Context: an optimization exercise on an open-source flow, tuned for small area. The choices shown serve that exercise and are no tape-out recipe.
Only simulation tests tie the RTL to the original design; equivalence was not proved.
Power figures rest on the tool's default switching activity, not on a simulated workload.

File: design.v
module cmd_ctrl_top #(
    parameter       p_clk_freq  = 50000000,
    parameter       p_baud_freq = 115200
) (
    input           i_clk,
    input           i_rst,
    output          o_tx,
    input           i_rx
);
localparam [8:0] L_TICK = 9'b001001101;    
localparam [8:0] L_LAST = 9'b010110110;    
reg  [8:0] rxp;
reg  [3:0] rxs;
reg  [7:0] rxd;
wire       rx_idle = (rxs[3:1] == 3'b001);      
wire       rx_tick = (rxp == L_TICK);
wire       rx_done = (rxs == 4'd2);
wire       freeze;
always @(posedge i_clk) begin
    if (~i_rst | (i_rx & rx_idle) | (rxp == L_LAST))
        rxp <= 9'd0;
    else
        rxp <= {rxp[7:0], ~(rxp[8] ^ rxp[4])};
end
always @(posedge i_clk or negedge i_rst) begin
    if (~i_rst)
        rxs <= 4'd3;
    else if (rx_tick | rx_done)
        rxs <= (rxs == 4'd3) ? 4'd8 : rxs + 1'b1;
end
always @(posedge i_clk) begin
    if (rx_tick & rxs[3] & ~freeze)
        rxd <= {i_rx, rxd[7:1]};
end
wire [3:0] rx_hex =
    (rxd[7:4] == 4'h3 && rxd[3:0] <= 4'h9)                     ? rxd[3:0] :
    (rxd[7:4] == 4'h4 && rxd[3:0] >= 4'h1 && rxd[3:0] <= 4'h5) ? rxd[3:0] + 4'h9 :
                                                                 4'hF;
reg  [8:0] txp;
reg  [3:0] ts;
wire       tx_tick = (txp == L_TICK);
wire       tx_rise = (ts == 4'd2);
wire       tx_go;
wire [7:0] ch;
always @(posedge i_clk) begin
    if (~i_rst | (txp == L_LAST))
        txp <= 9'd0;
    else
        txp <= {txp[7:0], ~(txp[8] ^ txp[4])};
end
always @(posedge i_clk or negedge i_rst) begin
    if (~i_rst)
        ts <= 4'd1;
    else if (tx_tick | tx_rise) begin
        if (ts == 4'd3)
            ts <= tx_go ? 4'd7 : 4'd3;
        else
            ts <= ts + 1'b1;
    end
end
wire tx_out = ts[3]        ? ch[ts[2:0]] :
              (ts == 4'd7) ? 1'b0 :
              (ts == 4'd0) ? ^ch :
                             1'b1;
localparam [2:0] I_C = 3'd0, I_CR = 3'd1, I_G = 3'd2, I_L = 3'd3,
                 I_LF = 3'd4, I_X = 3'd5, I_D2 = 3'd6, I_H = 3'd7;
localparam [4:0]
    S_CMD  = {I_C,  2'd3},
    S_D0   = {I_G,  2'd3},
    S_PROC = {I_L,  2'd3},
    S_R0   = {I_CR, 2'd3},
    S_IDLE = {I_X,  2'd3},
    S_D2   = {I_D2, 2'd3},
    S_D1   = {I_H,  2'd3};
reg  [4:0] st;
reg        ca;       
reg        cb;       
reg  [7:0] r_reg;
reg  [3:0] pb_hi;    
wire [2:0] idx = st[4:2];
wire [1:0] ph  = st[1:0];
wire       in_w = (ph == 2'd2);
assign tx_go = in_w;
always @(posedge i_clk or negedge i_rst) begin
    if (~i_rst)
        st <= S_IDLE;
    else if (ph == 2'd0 || ph == 2'd1)
        st <= st + 1'b1;
    else if (ph == 2'd2) begin
        if (tx_rise) case (idx)
            I_C:     st <= ca ? S_D2 : S_D0;
            I_G:     st <= S_PROC;
            I_L:     st <= {I_H, 2'd0};
            I_H:     st <= S_R0;
            I_CR:    st <= {I_LF, 2'd0};
            default: st <= S_IDLE;
        endcase
    end
    else case (st)
        S_IDLE:  if (rx_done) st <= S_CMD;
        S_CMD:   st <= (ca | cb) ? {I_C, 2'd0} : S_D0;
        S_D2:    if (rx_done) st <= S_D1;
        S_D1:    if (rx_done) st <= S_D0;
        S_D0:    st <= cb ? {I_G, 2'd0} : S_PROC;
        S_PROC:  st <= cb ? {I_L, 2'd0} : S_R0;
        S_R0:    st <= (ca | cb) ? {I_CR, 2'd0} : S_IDLE;
        default: st <= S_IDLE;
    endcase
end
always @(posedge i_clk) begin
    if (st == S_IDLE) begin
        ca <= (rxd == 8'h70) | (rxd == 8'h77);
        cb <= (rxd == 8'h70) | (rxd == 8'h72);
    end
end
always @(posedge i_clk or negedge i_rst) begin
    if (~i_rst)
        r_reg <= 8'd0;
    else if (((st == S_D2) | (st == S_D1)) & rx_done & ~cb)
        r_reg <= {r_reg[3:0], rx_hex};
end
always @(posedge i_clk) begin
    if ((st == S_D2) & rx_done)
        pb_hi <= rx_hex;
end
wire ping = ca & cb;
assign freeze = ping & (idx[2:1] == 2'b01);
wire [3:0] dig  = ~idx[2] ? (ping ? rx_hex : r_reg[3:0])
                          : (ping ? pb_hi  : r_reg[7:4]);
wire [7:0] dig_ch = (dig <= 4'h9) ? {4'h3, dig} : {4'h4, dig - 4'h9};
assign ch = (idx == I_C)  ? 8'h3A :
            (idx == I_G)  ? 8'h3E :
            (idx == I_CR) ? 8'h0D :
            (idx == I_LF) ? 8'h0A :
                            dig_ch;
wire lb = ~(in_w | ((idx == I_L) & (ph != 2'd3)) | ((st == S_R0) & ~cb));
assign o_tx = lb ? i_rx : tx_out;
endmodule
File: run.sh
#!/bin/bash
# synth_recipe.tcl (not shown) runs the flow's synth.tcl, then flattens the netlist and writes it again
# the make line also repeats each setting of config.mk as NAME=value (left out here)
make -C /OpenROAD-flow-scripts/flow DESIGN_CONFIG=/design/flow/config.mk WORK_HOME=/design/flow/orfs CLKGATE_MAP_FILE= SYNTH_SCRIPT=/design/flow/synth_recipe.tcl finish
File: config.mk
export PLATFORM = sky130hd
export DESIGN_NAME = cmd_ctrl_top
export DESIGN_NICKNAME = cmd_ctrl_top
export VERILOG_FILES = /design/flow/design.v
export SDC_FILE = /design/flow/constraint.sdc
export NUM_CORES = 4
export LEC_CHECK = 0
export CAP_MARGIN = 20
export CORE_MARGIN = 2
export CORE_UTILIZATION = 40
export SLEW_MARGIN = 20
File: constraint.sdc
create_clock -name core_clock -period 20.0 [get_ports {i_clk}]
set_input_delay 4.0000 -clock core_clock [delete_from_list [all_inputs] [get_ports {i_clk}]]
set_output_delay 4.0000 -clock core_clock [all_outputs]
set_load 0.01 [all_outputs]
==> results.yml, run 1 <==
floorplanning:
  die_w_um: 90.1
  fp-row-count: 31
  start_util_pct: 41.1
  die_area_mm2: 0.00811
  io_pins: 4
  core_mm2: 0.00721
  die_y_um: 90.1
critical_path:
  reg2reg_depth: 5
  crit_path_end_kind: "output port"
  critPathBufInv: 3
  critical_path.endpoint: "o_tx"
  cpMostUsedCell: "clkdlybuf4s50_1"
  cp.required_ns: 16.00
  critPathMaxFanout: 3
  crit_chain: "clkdlybuf4s50_1, inv_1, o22ai_1, a21o_1, clkdlybuf4s50_1"
  timing.rr.start: "st[4]$_DFFE_PN1P_"
  reg2reg_to: "r_reg[0]$_DFFE_PN0P_"
  cp.arrival_ns: 5.36
  slowest_stage: "clkdlybuf4s50_1"
  critPathMaxStageDelay_ns: 0.53
  crit_type: "in -> out"
  crit_family: "buffers and inverters"
  crit_cells: 5
  startpoint: "i_rx"
  cp-start-kind: "primary input"
  r2r_slack_ns: 17.56
sta:
  layout_min_cycle_time_ns: 9.36
  layout_setup_ws_ns: 10.64
  tightest_slew_ns: 0.748
  finClkSkew_ns: 0.00595
  fin_hold_ws_ns: 0.473
  rsz0062_at_grt: "no"
  slew_violations: 0
  hold_viol_final: 0
  setup_viol_count_final: 0
  slew_headroom_pct: 49.7
  min_period_over_period_pct: 46.8
  finalSetupTns_ns: 0
  fmaxAchievable_ghz: 0.107
detailed_routing:
  drt_first_pass_iters: 4
  antenna_left: 0
  drc: 0
  wirelength_um: 5900
  dr_total_vias: 2239
  first_iter_violations: 140
  via_per_inst: 5.49
  avgRoutedWirePerCell_um: 14.5
clock_network:
  clock-sinks: 53
  clk_path_buf_depth: 2
  insertion_delay_ns: 0.31
  path_clk_slew_ns: 0.11
  ctsHtreeMaxLevel: 2
  post_cts_buffers: 0
  root_buffer: "clkbuf_8"
  cts_buffers: 5
  post_cts_resized: 0
  cts_hold_buf: 0
  cts_tree: "built"
hold_path:
  hold_class: "reg -> reg"
  min_from: "rxd[6]$_DFFE_PP_"
power_and_ir_drop:
  p_leak_nw: 1.27
  power_density_mw_per_mm2: 104
  vdd_ir_drop_max_uv: 46.4
placement:
  dp_hpwl_um: 4320
  place_worst_setup_slack_ns: 10.65
  placedCellCount: 400
  portBuffers: 3
  place_congestion: 0.812
logic_synthesis:
  syn_inst: 306
  ys_seq_elements: 53
  syn-cell-area_mm2: 0.00296
  ys.flop_type: "dfxtp_1"
  synth-edff-count: 14
  syn-mean-instance-area_um2: 9.69
  synthArstFlopShare_pct: 39.6
  ys_types: 66
  syn_nets: 322
  ys_seq_area_share_pct: 44.4
  synth_warnings: 1
cells_and_area:
  syn2layout_area_growth_pct: 7.51
  diodes: 0
  fin_nets: 324
  seq_area_mm2: 0.00132
  postLayoutCoreUtil_pct: 44.2
  reg_top3: "rxp: 9 flops, txp: 9 flops"
  drive_gt1_share_pct: 11.7
  multi_input_area_mm2: 0.00155
  stdcell_count: 408
  nFillCells: 712
global_routing:
  grtUsageTotal_pct: 15.6
  grt_first_pass_wirelength_um: 10500
  grt_max_degree: 29
  grt_remaining_overflow: 0
  grt_pass1_vias: 2170
  antenna_found_initial: 0
status:
  status: "complete, no violations"
run:
  max_cap_viol_count: 0
-- placed cells by master (no fill, tap or decap), types with 4 or more instances in the layout --
master	Yosys	layout
a211oi_1	4	4
a21o_1	5	5
a21oi_1	16	16
and2_1	16	16
and3_1	8	8
clkbuf_8	0	5
dfrtp_1	14	14
dfstp_2	7	7
dfxtp_1	18	18
edfxtp_1	14	14
ha_1	13	13
inv_1	15	15
mux2_2	11	11
nand2_1	21	21
nand2b_1	6	6
nand3_1	9	9
nor2_1	29	29
nor4_1	4	4
o21ai_0	13	13
o22ai_1	4	4
xnor2_1	5	5
-- worst min path at each step --
| stage | end | cells past startpoint | slack, ns |
|---|---|---|---|
| after floorplan | txp[3]$_SDFF_PP0_ | 1 | 0.43 |
| after global placement | rxd[5]$_DFFE_PP_ | 0 | 0.44 |
| after detailed placement | rxd[5]$_DFFE_PP_ | 0 | 0.45 |
| after CTS | rxd[5]$_DFFE_PP_ | 0 | 0.48 |
| after global routing | txp[3]$_SDFF_PP0_ | 1 | 0.49 |
| final | rxd[5]$_DFFE_PP_ | 0 | 0.47 |
-- synth_stat cells, drive strengths merged, types with 4 or more instances --
| master | count | area [um2] |
|---|---|---|
| nor2 | 29 | 109 |
| nand2 | 21 | 78.8 |
| dfxtp | 18 | 360 |
| a21oi | 16 | 80.1 |
| and2 | 16 | 100 |
| inv | 16 | 60.1 |
| dfrtp | 14 | 350 |
| edfxtp | 14 | 420 |
| o21ai | 14 | 70.1 |
| ha | 13 | 163 |
| mux2 | 11 | 124 |
| nand3 | 9 | 45.0 |
| and3 | 8 | 50.1 |
| clkbuf | 7 | 26.3 |
| dfstp | 7 | 184 |
| nand2b | 6 | 37.5 |
| a21o | 5 | 37.5 |
| nor3 | 5 | 30.0 |
| xnor2 | 5 | 43.8 |
| a211oi | 4 | 30.0 |
| nor4 | 4 | 25.0 |
| o22ai | 4 | 25.0 |
-- metal layers --
metal | up-vias | global-route usage [%] | wire length (um)
met4 | 0 | 3.59 | 57
met3 | 7 | 3.02 | 176
li1 | 1125 | - | -
met5 | - | 0 | 0
met1 | 1076 | 22.3 | 3000
met2 | 31 | 24.4 | 2670
-- where the power goes --
| group | switching, W | total, W | internal [W] |
|---|---|---|---|
| Clock | 0.0000392 | 0.0000654 | 0.0000263 |
| Sequential | 0.0000260 | 0.000150 | 0.000124 |
| Combinational | 0.0000662 | 0.000117 | 0.0000511 |
-- cell type report --
type | count | area share, %
Timing Repair Buffer | 4 | 1.18
Clock inverter | 3 | 0.903
Clock buffer | 5 | 2.16
Tap cell | 99 | 3.89
Multi-Input combinational cell | 228 | 48.7
Sequential cell | 53 | 41.3
Inverter | 16 | 1.88
-- worst reg2reg max path: stages (launching register included) --
cell and delay (ns):
dfstp_2 0.75, inv_2 0.18, nor4_1 0.39, nor2_1 0.09, nor3_2 0.53, mux2_2 0.41
-- metrics by stage --
| stage | cell area (um2) | power (W) |
|---|---|---|
| 2_1_floorplan | 2960 | 0.000237 |
| 3_3_place_gp | 3080 | 0.000268 |
| 3_5_place_dp | 3090 | 0.000268 |
| 4_1_cts | 3190 | 0.000335 |
| 5_1_grt | 3190 | 0.000358 |
| 6_report | 3190 | 0.000333 |
-- logic make-up after synthesis --
logic type               share of synthesized area [%]
buffers and inverters                             3.42
AO/OA/AOI/OAI                                     17.9
flip-flops                                        44.4
AND/OR/NAND/NOR                                   21.7
adder cells (fa/ha/maj)                           5.49
multiplexers                                      5.28
XOR/XNOR                                          1.77
==> inputs of run 2 (changes only) <==
--- a/design.v
+++ b/design.v
@@ -25,23 +25,37 @@
 always @(posedge i_clk or negedge i_rst) begin
     if (~i_rst)
         rxs <= 4'd3;
-    else if (rx_tick | rx_done)
-        rxs <= (rxs == 4'd3) ? 4'd8 : rxs + 1'b1;
+    else if (rx_tick | rx_done) case (rxs)
+        4'd3:  rxs <= 4'd8;
+        4'd8:  rxs <= 4'd9;
+        4'd9:  rxs <= 4'd10;
+        4'd10: rxs <= 4'd11;
+        4'd11: rxs <= 4'd12;
+        4'd12: rxs <= 4'd13;
+        4'd13: rxs <= 4'd14;
+        4'd14: rxs <= 4'd15;
+        4'd15: rxs <= 4'd0;
+        4'd0:  rxs <= 4'd1;
+        4'd1:  rxs <= 4'd2;
+        default: rxs <= 4'd3;
+    endcase
 end
 always @(posedge i_clk) begin
     if (rx_tick & rxs[3] & ~freeze)
         rxd <= {i_rx, rxd[7:1]};
 end
-wire [3:0] rx_hex =
-    (rxd[7:4] == 4'h3 && rxd[3:0] <= 4'h9)                     ? rxd[3:0] :
-    (rxd[7:4] == 4'h4 && rxd[3:0] >= 4'h1 && rxd[3:0] <= 4'h5) ? rxd[3:0] + 4'h9 :
-                                                                 4'hF;
+wire [3:0] lo = rxd[3:0];
+wire       is_dig = (rxd[7:4] == 4'h3) & ~(lo[3] & (lo[2] | lo[1]));
+wire       is_let = (rxd[7:4] == 4'h4) & ~lo[3] & (lo[2:0] != 3'b000) & (lo[2:0] != 3'b111);
+wire [3:0] rx_hex = is_dig ? (lo[3] ? {1'b1, lo[0], lo[0], lo[0]} : lo) :
+                    is_let ? {1'b1, lo[2:0]} : 4'b1110;
 reg  [8:0] txp;
 reg  [3:0] ts;
 wire       tx_tick = (txp == L_TICK);
 wire       tx_rise = (ts == 4'd2);
 wire       tx_go;
 wire [7:0] ch;
+wire       par;
 always @(posedge i_clk) begin
     if (~i_rst | (txp == L_LAST))
         txp <= 9'd0;
@@ -51,16 +65,25 @@
 always @(posedge i_clk or negedge i_rst) begin
     if (~i_rst)
         ts <= 4'd1;
-    else if (tx_tick | tx_rise) begin
-        if (ts == 4'd3)
-            ts <= tx_go ? 4'd7 : 4'd3;
-        else
-            ts <= ts + 1'b1;
-    end
+    else if (tx_tick | tx_rise) case (ts)
+        4'd1:  ts <= 4'd2;
+        4'd2:  ts <= 4'd3;
+        4'd3:  ts <= tx_go ? 4'd7 : 4'd3;
+        4'd7:  ts <= 4'd8;
+        4'd8:  ts <= 4'd9;
+        4'd9:  ts <= 4'd10;
+        4'd10: ts <= 4'd11;
+        4'd11: ts <= 4'd12;
+        4'd12: ts <= 4'd13;
+        4'd13: ts <= 4'd14;
+        4'd14: ts <= 4'd15;
+        4'd15: ts <= 4'd0;
+        default: ts <= 4'd1;
+    endcase
 end
 wire tx_out = ts[3]        ? ch[ts[2:0]] :
               (ts == 4'd7) ? 1'b0 :
-              (ts == 4'd0) ? ^ch :
+              (ts == 4'd0) ? par :
                              1'b1;
 localparam [2:0] I_C = 3'd0, I_CR = 3'd1, I_G = 3'd2, I_L = 3'd3,
                  I_LF = 3'd4, I_X = 3'd5, I_D2 = 3'd6, I_H = 3'd7;
@@ -84,8 +107,10 @@
 always @(posedge i_clk or negedge i_rst) begin
     if (~i_rst)
         st <= S_IDLE;
-    else if (ph == 2'd0 || ph == 2'd1)
-        st <= st + 1'b1;
+    else if (ph == 2'd0)
+        st <= {idx, 2'd1};
+    else if (ph == 2'd1)
+        st <= {idx, 2'd2};
     else if (ph == 2'd2) begin
         if (tx_rise) case (idx)
             I_C:     st <= ca ? S_D2 : S_D0;
@@ -125,14 +150,29 @@
 end
 wire ping = ca & cb;
 assign freeze = ping & (idx[2:1] == 2'b01);
-wire [3:0] dig  = ~idx[2] ? (ping ? rx_hex : r_reg[3:0])
-                          : (ping ? pb_hi  : r_reg[7:4]);
-wire [7:0] dig_ch = (dig <= 4'h9) ? {4'h3, dig} : {4'h4, dig - 4'h9};
+wire [3:0] dig = ~idx[2] ? (ping ? rx_hex : r_reg[3:0])
+                         : (ping ? pb_hi  : r_reg[7:4]);
+wire       dl  = dig[3] & (dig[2:0] != 3'b000) & (dig[2:0] != 3'b111);
+wire       d9  = (dig == 4'b1111);
+wire [7:0] dig_ch = {1'b0, dl, ~dl, ~dl, dig[3] & ~dl, dig[2] & ~d9, dig[1] & ~d9, dig[0]};
+reg        dig_par;
+always @(*) begin
+    case (dig)
+        4'b0000, 4'b0011, 4'b0101, 4'b0110, 4'b1111,
+        4'b1001, 4'b1010, 4'b1100: dig_par = 1'b0;
+        default:                   dig_par = 1'b1;
+    endcase
+end
 assign ch = (idx == I_C)  ? 8'h3A :
             (idx == I_G)  ? 8'h3E :
             (idx == I_CR) ? 8'h0D :
             (idx == I_LF) ? 8'h0A :
                             dig_ch;
+assign par = (idx == I_C)  ? 1'b0 :
+             (idx == I_G)  ? 1'b1 :
+             (idx == I_CR) ? 1'b1 :
+             (idx == I_LF) ? 1'b0 :
+                             dig_par;
 wire lb = ~(in_w | ((idx == I_L) & (ph != 2'd3)) | ((st == S_R0) & ~cb));
 assign o_tx = lb ? i_rx : tx_out;
 endmodule
==> results.yml, run 2 <==
status:
  status: "complete, no violations"
power_and_ir_drop:
  p_leak_nw: 1.18
  comb_power_share_pct: 1.9
  clock_power_share_pct: 37.3
  p_switching_w: 0.0000382
  seq_power_share_pct: 60.9
  p_sw_share_pct: 20.8
  internal_power_w: 0.000145
  power_density_mw_per_mm2: 60.2
  vdd_ir_drop_max_uv: 26.4
logic_synthesis:
  ys.flop_type: "dfxtp_1"
  synth.most_common_cell: "nor2_1"
  synthArstFlopShare_pct: 39.6
  synth_area_leaders: "edfxtp_1 (15%), dfxtp_1 (13%), dfrtp_1 (12%)"
  synth_top_area_share_pct: 14.8
  ys_seq_elements: 53
  synth.top_cells.by_count: "nor2_1 (28), nand2_1 (20), a21oi_1 (18), and2_1 (18), dfxtp_1 (18)"
  synth_warnings: 1
  syn-mean-instance-area_um2: 9.70
  synth-edff-count: 14
  syn-cell-area_mm2: 0.00284
  synth_top_area_cell: "edfxtp_1"
  ys_types: 65
  ys_seq_area_share_pct: 46.3
  syn_nets: 302
  syn_inst: 293
cells_and_area:
  syn2layout_area_growth_pct: 7.13
  postLayoutCoreUtil_pct: 44.6
  drive_gt1_share_pct: 14.8
  layout_commonest_cell: "nor2_1"
  reg_top3: "rxp: 9 flops, txp: 9 flops"
  final_area_mm2: 0.00305
  fin_nets: 299
  nFillCells: 664
  final_cell_mix: "nor2_1 (28), nand2_1 (20), and2_1 (18), a21oi_1 (18), dfxtp_1 (18)"
  diodes: 0
sta:
  rsz0062_at_grt: "no"
  setup_viol_count_final: 0
  finalSetupTns_ns: 0
  min_period_over_period_pct: 46.9
  finClkSkew_ns: 0.0126
  fin_hold_ws_ns: 0.467
  layout_min_cycle_time_ns: 9.39
  hold_viol_final: 0
  fmaxAchievable_ghz: 0.107
  slew_headroom_pct: 39.4
  tightest_slew_ns: 0.904
  slew_violations: 0
critical_path:
  critPathMaxStageDelay_ns: 0.58
  r2r_slack_ns: 17.30
  crit_type: "in -> out"
  critPathMaxFanout: 3
  crit_chain: "clkdlybuf4s50_1, nor2_1, a31oi_1, clkdlybuf4s50_1"
  critPathBufInv: 2
  cpMostUsedCell: "clkdlybuf4s50_1"
  reg2reg_to: "rxd[6]$_DFFE_PP_"
  slowest_stage: "clkdlybuf4s50_1"
  cp-start-kind: "primary input"
  cp.required_ns: 16.00
  reg2reg_depth: 4
  cp.arrival_ns: 5.39
  crit_path_end_kind: "output port"
  timing.rr.start: "rxp[1]$_SDFF_PP0_"
  crit_family: "buffers and inverters"
detailed_routing:
  wirelength_um: 5400
  drt_first_pass_iters: 4
  first_iter_violations: 139
  drc: 0
  avgRoutedWirePerCell_um: 14.0
  antenna_left: 0
  via_per_inst: 5.43
  dr_total_vias: 2100
global_routing:
  antenna_found_initial: 0
  grtUsageTotal_pct: 15.2
  grt_max_degree: 29
  grt_remaining_overflow: 0
  grt_pass1_vias: 2008
  grt_first_pass_wirelength_um: 9350
run:
  max_cap_viol_count: 0
clock_network:
  post_cts_resized: 0
  root_buffer: "clkbuf_8"
  clk_path_buf_depth: 2
  path_clk_slew_ns: 0.09
  cts_tree: "built"
  ctsHtreeMaxLevel: 2
  insertion_delay_ns: 0.31
  cts_hold_buf: 0
  cts_buffers: 5
  post_cts_buffers: 0
  clock-sinks: 53
floorplanning:
  io_pins: 4
  fp-row-count: 30
  die_w_um: 88.3
  start_util_pct: 41.6
  die_area_mm2: 0.00780
  core_mm2: 0.00683
  die_y_um: 88.3
hold_path:
  hold_class: "reg -> reg"
  min_to: "txp[3]$_SDFF_PP0_"
  min_path_cells: 1
  min_from: "txp[2]$_SDFF_PP0_"
placement:
  portBuffers: 3
  place_congestion: 0.780
  dp_hpwl_um: 3790
  dpl_cell_area_mm2: 0.00294
==> run 2: changes by cell type after synthesis, moves of 4 or more <==
cell	before	now
and3_1	8	4
buf_2	0	4
nor4_1	4	0
a21o_1	5	1
ha_1	13	6
nor3_1	4	9
==> run 2: layout make-up <==
cell class	count	area, um2	area share, %
Tap cell	96	120	3.94
Multi-Input combinational cell	213	1420	46.5
Inverter	13	48.8	1.60
Clock buffer	7	97.6	3.20
Clock inverter	1	8.76	0.288
Timing Repair Buffer	4	37.5	1.23
Sequential cell	53	1320	43.2
==> run 2: worst max path at each step <==
stage	from	endpoint	slack (ns)	cells after the start
6_report	i_rx	o_tx	10.61	4
5_1_grt	i_rx	o_tx	10.51	4
4_1_cts	i_rx	o_tx	10.57	4
3_5_place_dp	i_rx	o_tx	10.57	4
3_3_place_gp	i_rx	o_tx	10.56	4
2_1_floorplan	i_rx	o_tx	11.74	2
==> run 2: logic make-up (layout without fill, tap and decap cells) <==
| logic type | after synthesis | count (layout) | synth area share (%) |
|---|---|---|---|
| flops | 53 | 53 | 46.3 |
| simple gates | 116 | 116 | 22.4 |
| xor+xnor | 4 | 4 | 1.23 |
| buf+inv | 27 | 25 | 3.87 |
| mux | 10 | 10 | 3.87 |
| compound gates | 77 | 77 | 19.7 |
| fa+ha+maj | 6 | 6 | 2.64 |
==> run 2: metrics by stage <==
step           instances  setup WS [ns]  total power [W]
2_1_floorplan        293          11.74         0.000115
3_3_place_gp         379          10.56         0.000117
3_5_place_dp         379          10.57         0.000117
4_1_cts              387          10.57         0.000187
5_1_grt              387          10.51         0.000191
6_report             387          10.61         0.000183
==> run 2: power groups by stage <==
stage	Sequential (W)	Clock, W	Combinational [W]
after floorplan	0.000114	0	0.00000154
after global placement	0.000114	0	0.00000353
after detailed placement	0.000114	0	0.00000357
after CTS	0.000112	0.0000713	0.00000359
after global routing	0.000112	0.0000753	0.00000398
final	0.000112	0.0000683	0.00000344
==> run 2: layer usage <==
metal | GRT usage, % | vias to the layer above | part of all wire (%)
met3 | 3.08 | 5 | 2.5
met5 | 0 | - | 0
met2 | 24.6 | 30 | 45
li1 | - | 1058 | -
met4 | 4.55 | 0 | 1.4
met1 | 20.5 | 1007 | 51
==> inputs of run 3 (changes only) <==
--- a/config.mk
+++ b/config.mk
@@ -5,6 +5,7 @@
 export SDC_FILE = /design/flow/constraint.sdc
 export NUM_CORES = 4
 export LEC_CHECK = 0
+export ABC_AREA = 1
 export CAP_MARGIN = 20
 export CORE_MARGIN = 2
 export CORE_UTILIZATION = 40
==> results.yml, run 3 <==
logic_synthesis:
  syn-mean-instance-area_um2: 7.71
  synth.top_cells.by_count: "nand2_1 (73), inv_1 (65), nor2_1 (52)"
  synth_warnings: 1
  syn_nets: 383
  syn-cell-area_mm2: 0.00288
  synth_top_area_share_pct: 14.6
  ys_seq_area_share_pct: 45.6
  synth.most_common_cell: "nand2_1"
  synthArstFlopShare_pct: 39.6
  syn_inst: 374
  ys_types: 42
  synth-edff-count: 14
  ys.flop_type: "dfxtp_1"
  synth_area_leaders: "edfxtp_1 (15%), dfxtp_1 (13%), dfrtp_1 (12%)"
  synth_top_area_cell: "edfxtp_1"
  ys_seq_elements: 53
detailed_routing:
  dr_total_vias: 2357
  wirelength_um: 5610
  first_iter_violations: 148
  antenna_left: 0
  drt_first_pass_iters: 4
  via_per_inst: 4.91
  avgRoutedWirePerCell_um: 11.7
  drc: 0
clock_network:
  root_buffer: "clkbuf_8"
  clock-sinks: 53
  cts_hold_buf: 0
  insertion_delay_ns: 0.32
  cts_buffers: 5
  path_clk_slew_ns: 0.09
  cts_tree: "built"
  ctsHtreeMaxLevel: 2
  post_cts_resized: 0
  post_cts_buffers: 0
  clk_path_buf_depth: 2
sta:
  min_period_over_period_pct: 46.8
  slew_violations: 0
  layout_min_cycle_time_ns: 9.35
  tightest_slew_ns: 0.913
  finalSetupTns_ns: 0
  layout_setup_ws_ns: 10.65
  hold_viol_final: 0
  slew_headroom_pct: 38.9
  fin_hold_ws_ns: 0.452
  fmaxAchievable_ghz: 0.107
  finClkSkew_ns: 0.0117
  setup_viol_count_final: 0
  rsz0062_at_grt: "no"
cells_and_area:
  final_cell_mix: "nand2_1 (73), inv_1 (65), nor2_1 (52)"
  syn2layout_area_growth_pct: 8.94
  diodes: 0
  postLayoutCoreUtil_pct: 45.7
  reg_top3: "rxp: 9 flops, txp: 9 flops"
  fin_nets: 392
  drive_gt1_share_pct: 10.2
  layout_commonest_cell: "nand2_1"
critical_path:
  crit_type: "in -> out"
  cp.arrival_ns: 5.35
  critPathMaxFanout: 3
  crit_path_end_kind: "output port"
  cp.required_ns: 16.00
  cp-start-kind: "primary input"
  timing.rr.start: "st[4]$_DFFE_PN1P_"
  crit_chain: "clkdlybuf4s50_1, or2_2, nand2_1, inv_1, clkdlybuf4s50_1"
  startpoint: "i_rx"
  slowest_stage: "clkdlybuf4s50_1"
  critPathMaxStageDelay_ns: 0.47
  cpMostUsedCell: "clkdlybuf4s50_1"
placement:
  dp_hpwl_um: 4160
  place_congestion: 0.893
  portBuffers: 3
  place_worst_setup_slack_ns: 10.64
floorplanning:
  die_w_um: 88.9
  io_pins: 4
  core_mm2: 0.00687
  fp-row-count: 30
  die_area_mm2: 0.00790
  start_util_pct: 42.0
  die_y_um: 88.9
status:
  status: "complete, no violations"
global_routing:
  antenna_found_initial: 0
  grt_pass1_vias: 2177
  grtUsageTotal_pct: 16.0
  grt_remaining_overflow: 0
  grt_max_degree: 23
  grt_first_pass_wirelength_um: 9870
power_and_ir_drop:
  totalPowerFinal_w: 0.000185
  p_leak_nw: 1.41
  power_density_mw_per_mm2: 59.0
  vdd_ir_drop_max_uv: 38.5
hold_path:
  hold_class: "reg -> reg"
  min_from: "txp[3]$_SDFF_PP0_"
run:
  max_cap_viol_count: 0
-- run 3: cell types whose count changed after synthesis, sizes merged, moves of 5 or more --
cell and delta:
nand4 +5, nand2b -5, nand3 +15, mux2 -7
inv +54, and2 -18, nor2 +26, nand2 +62
o21ai +6, clkbuf -7, buf -5
-- run 3: final timing paths --
check	slack [ns]	to	cells after the start
max	10.65	o_tx	5
min	0.45	txp[4]$_SDFF_PP0_	2
max reg2reg	17.82	r_reg[5]$_DFFE_PN0P_	4
min reg2reg	0.45	txp[4]$_SDFF_PP0_	2
max in group asynchronous	15.65	rxs[1]$_DFFE_PN1P_	2
min in group asynchronous	4.04	r_reg[1]$_DFFE_PN0P_	2
-- run 3: kinds of logic after synthesis --
kind of cell	synth area share, %
multiplexers	0.391
AND/OR/NAND/NOR	29.7
adder cells (fa/ha/maj)	2.60
AO/OA/AOI/OAI	12.0
XOR/XNOR	0.304
buffers and inverters	9.33
flip-flops	45.6
-- run 3: metrics by stage --
step	std cells	area, um2
after global routing	480	3140
after detailed placement	472	3030
after CTS	480	3140
after global placement	472	3030
after floorplan	374	2880
final	480	3140
-- run 3: power breakdown --
part | switching (W) | internal, W
combinational | 0.00000246 | 0.00000115
clock | 0.0000375 | 0.0000328
sequential | 0.000000470 | 0.000111
total | 0.0000404 | 0.000145
-- run 3: worst max-delay path: cells and delay by family --
| family | cells | cell delay, ns |
|---|---|---|
| and+or+nand+nor | 2 | 0.39 |
| buffers and inverters | 3 | 0.97 |
-- run 3: cell type report --
class	count	area [um2]
multi-input cells	251	1300
clock inverters	2	15.0
well taps	96	120
clock buffers	6	93.8
inverters	68	260
fillers	686	3730
flip-flops and latches	53	1320
repair buffers	4	37.5
-- run 3: per-layer routing --
| layer | routed length [um] | share of wire [%] | global-route usage (%) | up-vias |
|---|---|---|---|---|
| met2 | 2450 | 44 | 24.1 | 31 |
| met4 | 63 | 1.1 | 4.13 | 0 |
| met5 | 0 | 0 | 0 | - |
| met1 | 2910 | 52 | 23.2 | 1080 |
| li1 | - | - | - | 1239 |
| met3 | 189 | 3.4 | 3.88 | 7 |
==> inputs of run 4 (changes only) <==
==> flow/run.sh (new file) <==
#!/bin/bash
# Standard layout, except that synthesis maps the logic with an area-oriented
# ABC script (flow/area.abc) in place of ORFS's speed script. Registers,
# their names and cell types are those of the standard synthesis.
set -euo pipefail
W=$(pwd)
sed "s#SYNTH_SCRIPT=[^ ]*#SYNTH_SCRIPT=$W/flow/synth_wrap.tcl#" standard.sh > run_standard.sh
grep -q "synth_wrap.tcl" run_standard.sh
export FLOW_ABC_SCRIPT="$W/flow/area.abc"
export FLOW_SYNTH_TCL="$W/synth_recipe.tcl"
bash run_standard.sh > "$W/make_flow.log" 2>&1
==> flow/area.abc (new file) <==
&get -n
&st
&syn2
&dch -f
&nf -R 1000
&put
==> flow/synth_wrap.tcl (new file) <==
# synth_recipe.tcl with the final technology mapping's ABC script replaced.
proc abc {args} {
  set i [lsearch -exact $args -script]
  if { $i >= 0 } {
    set args [lreplace $args $i [expr { $i + 1 }]]
  }
  yosys abc -script $::env(FLOW_ABC_SCRIPT) {*}$args
}
source $::env(FLOW_SYNTH_TCL)
==> standard.sh (new file) <==
#!/bin/bash
# synth_recipe.tcl (not shown) runs the flow's synth.tcl, then flattens the netlist and writes it again
# the make line also repeats each setting of config.mk as NAME=value (left out here)
make -C /OpenROAD-flow-scripts/flow DESIGN_CONFIG=/design/flow/config.mk WORK_HOME=/design/flow/orfs CLKGATE_MAP_FILE= SYNTH_SCRIPT=/design/flow/synth_recipe.tcl "${@:-finish}"
--- a/config.mk
+++ b/config.mk
@@ -5,7 +5,6 @@
 export SDC_FILE = /design/flow/constraint.sdc
 export NUM_CORES = 4
 export LEC_CHECK = 0
-export ABC_AREA = 1
 export CAP_MARGIN = 20
 export CORE_MARGIN = 2
 export CORE_UTILIZATION = 40
removed: run.sh
==> results.yml, run 4 <==
clock_network:
  clk_path_buf_depth: 2
  cts_hold_buf: 0
  clock-sinks: 53
  post_cts_buffers: 0
  path_clk_slew_ns: 0.10
  cts_tree: "built"
  insertion_delay_ns: 0.30
  ctsHtreeMaxLevel: 2
  post_cts_resized: 0
  root_buffer: "clkbuf_8"
  cts_buffers: 5
logic_synthesis:
  syn-cell-area_mm2: 0.00262
  synth-edff-count: 14
  ys.flop_type: "dfxtp_1"
  synth_warnings: 1
  synth_top_area_share_pct: 16.1
  synthArstFlopShare_pct: 39.6
  ys_seq_elements: 53
  synth_top_area_cell: "edfxtp_1"
  syn_nets: 270
  ys_types: 38
  syn_inst: 261
  synth.top_cells.by_count: "nand2_1 (21), nor2_1 (21), a21oi_1 (19)"
  synth_area_leaders: "edfxtp_1 (16%), dfxtp_1 (14%), dfrtp_1 (13%)"
  ys_seq_area_share_pct: 50.3
  syn-mean-instance-area_um2: 10.0
sta:
  slew_headroom_pct: 43.3
  rsz0062_at_grt: "no"
  finClkSkew_ns: 0.0139
  tightest_slew_ns: 0.842
  layout_setup_ws_ns: 10.64
  finalSetupTns_ns: 0
  layout_min_cycle_time_ns: 9.36
  setup_viol_count_final: 0
  fmaxAchievable_ghz: 0.107
  hold_viol_final: 0
  fin_hold_ws_ns: 0.458
  slew_violations: 0
  min_period_over_period_pct: 46.8
floorplanning:
  io_pins: 4
  core_mm2: 0.00635
  die_w_um: 84.9
  die_y_um: 84.9
  fp-row-count: 29
  die_area_mm2: 0.00720
  start_util_pct: 41.2
power_and_ir_drop:
  p_sw_share_pct: 24.9
  comb_power_share_pct: 9.2
  vdd_ir_drop_max_uv: 40.1
  p_switching_w: 0.0000496
  totalPowerFinal_w: 0.000199
  clock_power_share_pct: 29.5
  seq_power_share_pct: 61.3
  p_leak_nw: 1.03
  internal_power_w: 0.000150
  power_density_mw_per_mm2: 70.1
placement:
  place_worst_setup_slack_ns: 10.62
  portBuffers: 3
  dp_hpwl_um: 3440
  place_congestion: 0.806
detailed_routing:
  drt_first_pass_iters: 4
  drc: 0
  wirelength_um: 4840
  avgRoutedWirePerCell_um: 13.8
  dr_total_vias: 1909
  first_iter_violations: 145
  antenna_left: 0
  via_per_inst: 5.44
global_routing:
  antenna_found_initial: 0
  met1_usage_pct: 20.7
  grtUsageTotal_pct: 14.5
  grt_first_pass_wirelength_um: 8410
  met2_usage_pct: 22.2
  grt_max_degree: 27
  busiest_layer: "met2"
  grt_remaining_overflow: 0
  use_met3_pct: 2.92
  grt_pass1_vias: 1798
critical_path:
  cp.required_ns: 16.00
  cp.arrival_ns: 5.36
  critPathMaxFanout: 3
  timing.rr.start: "rxp[2]$_SDFF_PP0_"
  cp-start-kind: "primary input"
  startpoint: "i_rx"
  crit_path_end_kind: "output port"
  crit_type: "in -> out"
cells_and_area:
  fin_nets: 282
  nFillCells: 609
  drive_gt1_share_pct: 7.30
  syn2layout_area_growth_pct: 8.70
  final_cell_mix: "nand2_1 (21), nor2_1 (21), a21oi_1 (19)"
  reg_top3: "rxp: 9 flops, txp: 9 flops"
  diodes: 0
hold_path:
  hold_class: "reg -> reg"
  min_from: "txp[2]$_SDFF_PP0_"
run:
  max_cap_viol_count: 0
status:
  status: "complete, no violations"
[run 4: cell count changes in the layout (fill, tap and decap cells not counted), moves of 5 or more]
cell | previous run | this run
xnor2_1 | 0 | 5
nand2_2 | 6 | 0
clkinv_1 | 1 | 13
inv_1 | 65 | 0
nor2_1 | 52 | 21
nand2b_1 | 0 | 5
mux2_1 | 0 | 8
nand2_1 | 73 | 21
nand3_1 | 22 | 7
nor2b_1 | 0 | 7
and2_0 | 0 | 18
o21ai_0 | 16 | 10
[run 4: cell families after synthesis]
| group | synth area share, % |
|---|---|
| AO/OA/AOI/OAI | 13.7 |
| XOR/XNOR | 1.67 |
| AND/OR/NAND/NOR | 22.4 |
| adder cells (fa/ha/maj) | 2.87 |
| buffers and inverters | 1.87 |
| multiplexers | 7.27 |
| flip-flops | 50.3 |
[run 4: worst paths after layout]
path / end / slack, ns / cells past startpoint
worst min-delay path: txp[3]$_SDFF_PP0_ / 0.46 / 1
worst max register to register: rxd[7]$_DFFE_PP_ / 17.55 / 5
worst min register to register: txp[3]$_SDFF_PP0_ / 0.46 / 1
worst max-delay path: o_tx / 10.64 / 4
max in group asynchronous: st[1]$_DFFE_PN1P_ / 15.64 / 2
min in group asynchronous: ts[2]$_DFFE_PN0P_ / 4.05 / 2
[run 4: critical path, cell delays in order]
cell and delay, ns:
clkdlybuf4s50_1 0.50, clkinv_1 0.12, a22oi_1 0.18, clkdlybuf4s50_1 0.55
[run 4: area by class of cell]
class	instances	area, um2	share of cell area [%]
inverter	13	48.8	1.72
tap	77	96.3	3.39
clock inverter	1	8.76	0.308
sequential	53	1320	46.2
clock buffer	7	77.6	2.73
timing repair buffer	5	45.0	1.58
multi-input combinational	195	1250	44.0
[run 4: layer usage]
layer / vias to the layer above / wire length (um)
li1: 982 / -
met1: 909 / 2550
met2: 16 / 2130
met3: 2 / 113
met4: 0 / 45
met5: - / 0
[run 4: stage by stage]
step           utilization (%)  cells  cell area, um2
6_report                  44.8    351            2840
2_1_floorplan                -    261            2620
3_3_place_gp              43.3    342            2750
4_1_cts                   44.8    351            2840
3_5_place_dp              43.4    343            2760
5_1_grt                   44.8    351            2840
[run 4: power groups by stage]
stage | logic (W) | clock network, W | registers [W]
floorplan | 0.0000137 | 0 | 0.000123
global placement | 0.0000182 | 0 | 0.000124
detailed placement | 0.0000187 | 0 | 0.000124
CTS | 0.0000186 | 0.0000614 | 0.000122
global route | 0.0000212 | 0.0000663 | 0.000123
finish | 0.0000183 | 0.0000588 | 0.000122
==> inputs of run 5 (changes only) <==
--- a/design.v
+++ b/design.v
@@ -7,8 +7,8 @@
     output          o_tx,
     input           i_rx
 );
-localparam [8:0] L_TICK = 9'b001001101;    
-localparam [8:0] L_LAST = 9'b010110110;    
+localparam [8:0] L_TICK  = 9'b111010101;
+localparam [8:0] L_START = 9'b010000010;
 reg  [8:0] rxp;
 reg  [3:0] rxs;
 reg  [7:0] rxd;
@@ -17,10 +17,10 @@
 wire       rx_done = (rxs == 4'd2);
 wire       freeze;
 always @(posedge i_clk) begin
-    if (~i_rst | (i_rx & rx_idle) | (rxp == L_LAST))
-        rxp <= 9'd0;
+    if (~i_rst | (i_rx & rx_idle))
+        rxp <= L_START;
     else
-        rxp <= {rxp[7:0], ~(rxp[8] ^ rxp[4])};
+        rxp <= {rxp[7:0], ~(rxp[8] ^ rxp[4] ^ rx_tick)};
 end
 always @(posedge i_clk or negedge i_rst) begin
     if (~i_rst)
@@ -57,10 +57,10 @@
 wire [7:0] ch;
 wire       par;
 always @(posedge i_clk) begin
-    if (~i_rst | (txp == L_LAST))
-        txp <= 9'd0;
+    if (~i_rst)
+        txp <= L_START;
     else
-        txp <= {txp[7:0], ~(txp[8] ^ txp[4])};
+        txp <= {txp[7:0], ~(txp[8] ^ txp[4] ^ tx_tick)};
 end
 always @(posedge i_clk or negedge i_rst) begin
     if (~i_rst)
==> flow/area.abc (replaced) <==
&get -n
&st
&deepsyn -T 20
&dch -f
&nf -R 1000
&put
==> results.yml, run 5 <==
critical_path:
  cp.required_ns: 16.00
  crit_chain: "clkdlybuf4s50_1, nor2_1, a21oi_1, clkdlybuf4s50_1"
  crit_type: "in -> out"
  cpMostUsedCell: "clkdlybuf4s50_1"
  slowest_stage: "clkdlybuf4s50_1"
  cp.arrival_ns: 5.26
  crit_family: "buffers and inverters"
  critPathBufInv: 2
  critPathMaxFanout: 3
  critPathMaxStageDelay_ns: 0.56
  cp-start-kind: "primary input"
  crit_path_end_kind: "output port"
logic_synthesis:
  synth_top_area_share_pct: 17.4
  synth_warnings: 1
  ys.flop_type: "dfxtp_1"
  ys_types: 42
  synth.most_common_cell: "nor2_1"
  ys_seq_elements: 53
  synth_top_family_by_area: "simple AND/OR/NAND/NOR gates"
  ys_seq_area_share_pct: 54.5
  muxShareOfSynthArea_pct: 3.22
  syn_inst: 246
  synth_xor_area_share_pct: 1.45
  synth_top_area_cell: "edfxtp_1"
  synth_compound_area_share_pct: 14.5
  synth_area_leaders: "edfxtp_1 (17%), dfxtp_1 (15%), dfrtp_1 (15%)"
  synth-edff-count: 14
  synthArstFlopShare_pct: 39.6
  synth-simple-area-share_pct: 21.7
  syn-mean-instance-area_um2: 9.81
  syn-cell-area_mm2: 0.00241
  synth-adder-area-share_pct: 2.59
  syn_nets: 254
  synth.top_cells.by_count: "nor2_1 (33), nand2_1 (26), dfxtp_1 (18)"
detailed_routing:
  dr_total_vias: 1731
  first_iter_violations: 93
  avgRoutedWirePerCell_um: 12.7
  drt_first_pass_iters: 4
  antenna_left: 0
  via_per_inst: 5.20
  drc: 0
  wirelength_um: 4230
sta:
  layout_min_cycle_time_ns: 9.26
  finClkSkew_ns: 0.00723
  min_period_over_period_pct: 46.3
  rsz0062_at_grt: "no"
  fin_hold_ws_ns: 0.448
  hold_viol_final: 0
  slew_violations: 0
  setup_viol_count_final: 0
  finalSetupTns_ns: 0
  slew_headroom_pct: 44.8
  fmaxAchievable_ghz: 0.108
  tightest_slew_ns: 0.825
global_routing:
  grt_pass1_vias: 1625
  grtUsageTotal_pct: 13.9
  grt_remaining_overflow: 0
  antenna_found_initial: 0
  grt_max_degree: 31
  grt_first_pass_wirelength_um: 7230
cells_and_area:
  fin_nets: 265
  drive_gt1_share_pct: 5.81
  final_cell_mix: "nor2_1 (33), nand2_1 (26), dfxtp_1 (18)"
  reg_top3: "rxp: 9 flops, txp: 9 flops"
  layout_commonest_cell: "nor2_1"
  syn2layout_area_growth_pct: 8.92
  diodes: 0
  nFillCells: 583
hold_path:
  hold_class: "reg -> reg"
floorplanning:
  start_util_pct: 41.0
  core_mm2: 0.00589
  io_pins: 4
  die_area_mm2: 0.00667
  die_w_um: 81.7
  die_y_um: 81.7
  fp-row-count: 28
clock_network:
  cts_buffers: 5
  root_buffer: "clkbuf_8"
  clock-sinks: 53
  post_cts_buffers: 0
  path_clk_slew_ns: 0.09
  insertion_delay_ns: 0.30
  post_cts_resized: 0
  cts_tree: "built"
  clk_path_buf_depth: 2
  ctsHtreeMaxLevel: 2
  cts_hold_buf: 0
power_and_ir_drop:
  power_density_mw_per_mm2: 66.6
  vdd_ir_drop_max_uv: 39.4
  p_leak_nw: 1.03
placement:
  dp_hpwl_um: 3010
  place_congestion: 0.830
  portBuffers: 3
status:
  status: "complete, no violations"
run:
  max_cap_viol_count: 0
-- run 5: cell count changes after synthesis, sizes merged, moves of 4 or more --
cell and change:
nand2 +5, nor2b -5, and2 -4, a21oi -4, mux4 -4, o21ai +4, or3 -4, nor2 +12
nor3 -8
-- run 5: worst register-to-register path, delay by kind of cell (launching register included) --
| kind | cells | cell delay, ns |
|---|---|---|
| multiplexers | 1 | 0.39 |
| flip-flops | 1 | 0.72 |
| AND/OR/NAND/NOR | 4 | 1.15 |
-- run 5: cell type report --
| class | instances | area, um2 | area share, % |
|---|---|---|---|
| Clock buffer | 7 | 77.6 | 2.95 |
| Clock inverter | 1 | 6.26 | 0.238 |
| Inverter | 13 | 48.8 | 1.86 |
| Multi-Input combinational cell | 180 | 1050 | 39.9 |
| Sequential cell | 53 | 1320 | 50.0 |
| Tap cell | 75 | 93.8 | 3.57 |
| Timing Repair Buffer | 4 | 37.5 | 1.43 |
-- run 5: per-stage QoR --
step | instances | instance area, um2 | total power (W) | utilization (%) | setup slack (ns)
after floorplan | 246 | 2410 | 0.000117 | - | 11.77
final | 333 | 2630 | 0.000175 | 44.6 | 10.74
after CTS | 333 | 2630 | 0.000178 | 44.6 | 10.74
after global routing | 333 | 2630 | 0.000183 | 44.6 | 10.65
after global placement | 325 | 2540 | 0.000119 | 43.2 | 10.80
after detailed placement | 325 | 2540 | 0.000119 | 43.2 | 10.76
-- run 5: kinds of logic (layout without fill, tap and decap cells) --
family          after synthesis  count (layout)
simple gates                109             109
compound gates               55              55
flops                        53              53
buf+inv                      13              25
mux                           7               7
fa+ha+maj                     5               5
xor+xnor                      4               4
-- run 5: power by group --
part	leakage [nW]	total, W	switching, W	internal, W
registers	0.551	0.000113	0.000000942	0.000112
logic	0.435	0.00000359	0.00000203	0.00000156
clock network	0.0457	0.0000583	0.0000329	0.0000254
total	1.03	0.000175	0.0000359	0.000139
-- run 5: worst paths after layout --
path                                        start                   end  slack [ns]  cells after the start
max in group asynchronous                   i_rst     st[0]$_DFFE_PN1P_       15.61                      2
worst max register to register  st[4]$_DFFE_PN1P_  r_reg[7]$_DFFE_PN0P_       17.63                      5
worst min-delay path            txp[6]$_SDFF_PN0_     txp[7]$_SDFF_PN1_        0.45                      1
min in group asynchronous                   i_rst     ts[3]$_DFFE_PN0P_        4.07                      2
worst max-delay path                         i_rx                  o_tx       10.74                      4
worst min register to register  txp[6]$_SDFF_PN0_     txp[7]$_SDFF_PN1_        0.45                      1
-- run 5: layer usage --
metal / vias to the layer above / global-route usage (%) / part of all wire, %
met5: - / 0 / 0
met4: 0 / 3.50 / 0.83
met3: 4 / 2.97 / 1.9
met2: 16 / 22.5 / 46
met1: 817 / 18.9 / 51
li1: 894 / - / -

==> afterwards: timing with drivers on the ports <==
In the flow no input, the clock included, has a driving cell. The finished layouts below were timed again as built, in two steps.
Step 1 (the two cells are an assumption about what drives the block):
set clk [get_ports {i_clk}]
set_driving_cell -lib_cell sky130_fd_sc_hd__clkbuf_16 $clk
set_driving_cell -lib_cell sky130_fd_sc_hd__buf_2 [delete_from_list [all_inputs] $clk]
Step 2 adds t to the input delays and takes it off the output delays; t is the mean of the earliest and latest rising clock arrival at the registers after step 1. Input paths then give back, and output paths get back, about the clock's delay inside the block.
Slacks: ideal / step 1 / step 2; pairs: ideal / step 1.
run | t, ns | setup WS [ns] | worst register clock-pin slew, ns | worst slew at a driven data input, ns
run 1 | 0.339 | 10.641 / 10.618 / 10.618 | 0.11 / 0.11 | 0.03
run 2 | 0.335 | 10.615 / 10.593 / 10.593 | 0.10 / 0.10 | 0.03
run 3 | 0.341 | 10.645 / 10.623 / 10.623 | 0.10 / 0.10 | 0.03
run 4 | 0.324 | 10.643 / 10.621 / 10.621 | 0.10 / 0.10 | 0.03
run 5 | 0.319 | 10.743 / 10.721 / 10.721 | 0.09 / 0.09 | 0.03
After both steps every run listed still meets setup and hold. The setup slack of run 1, which loses most, moves by -0.023 ns with the drivers and by -0.023 ns with both steps.
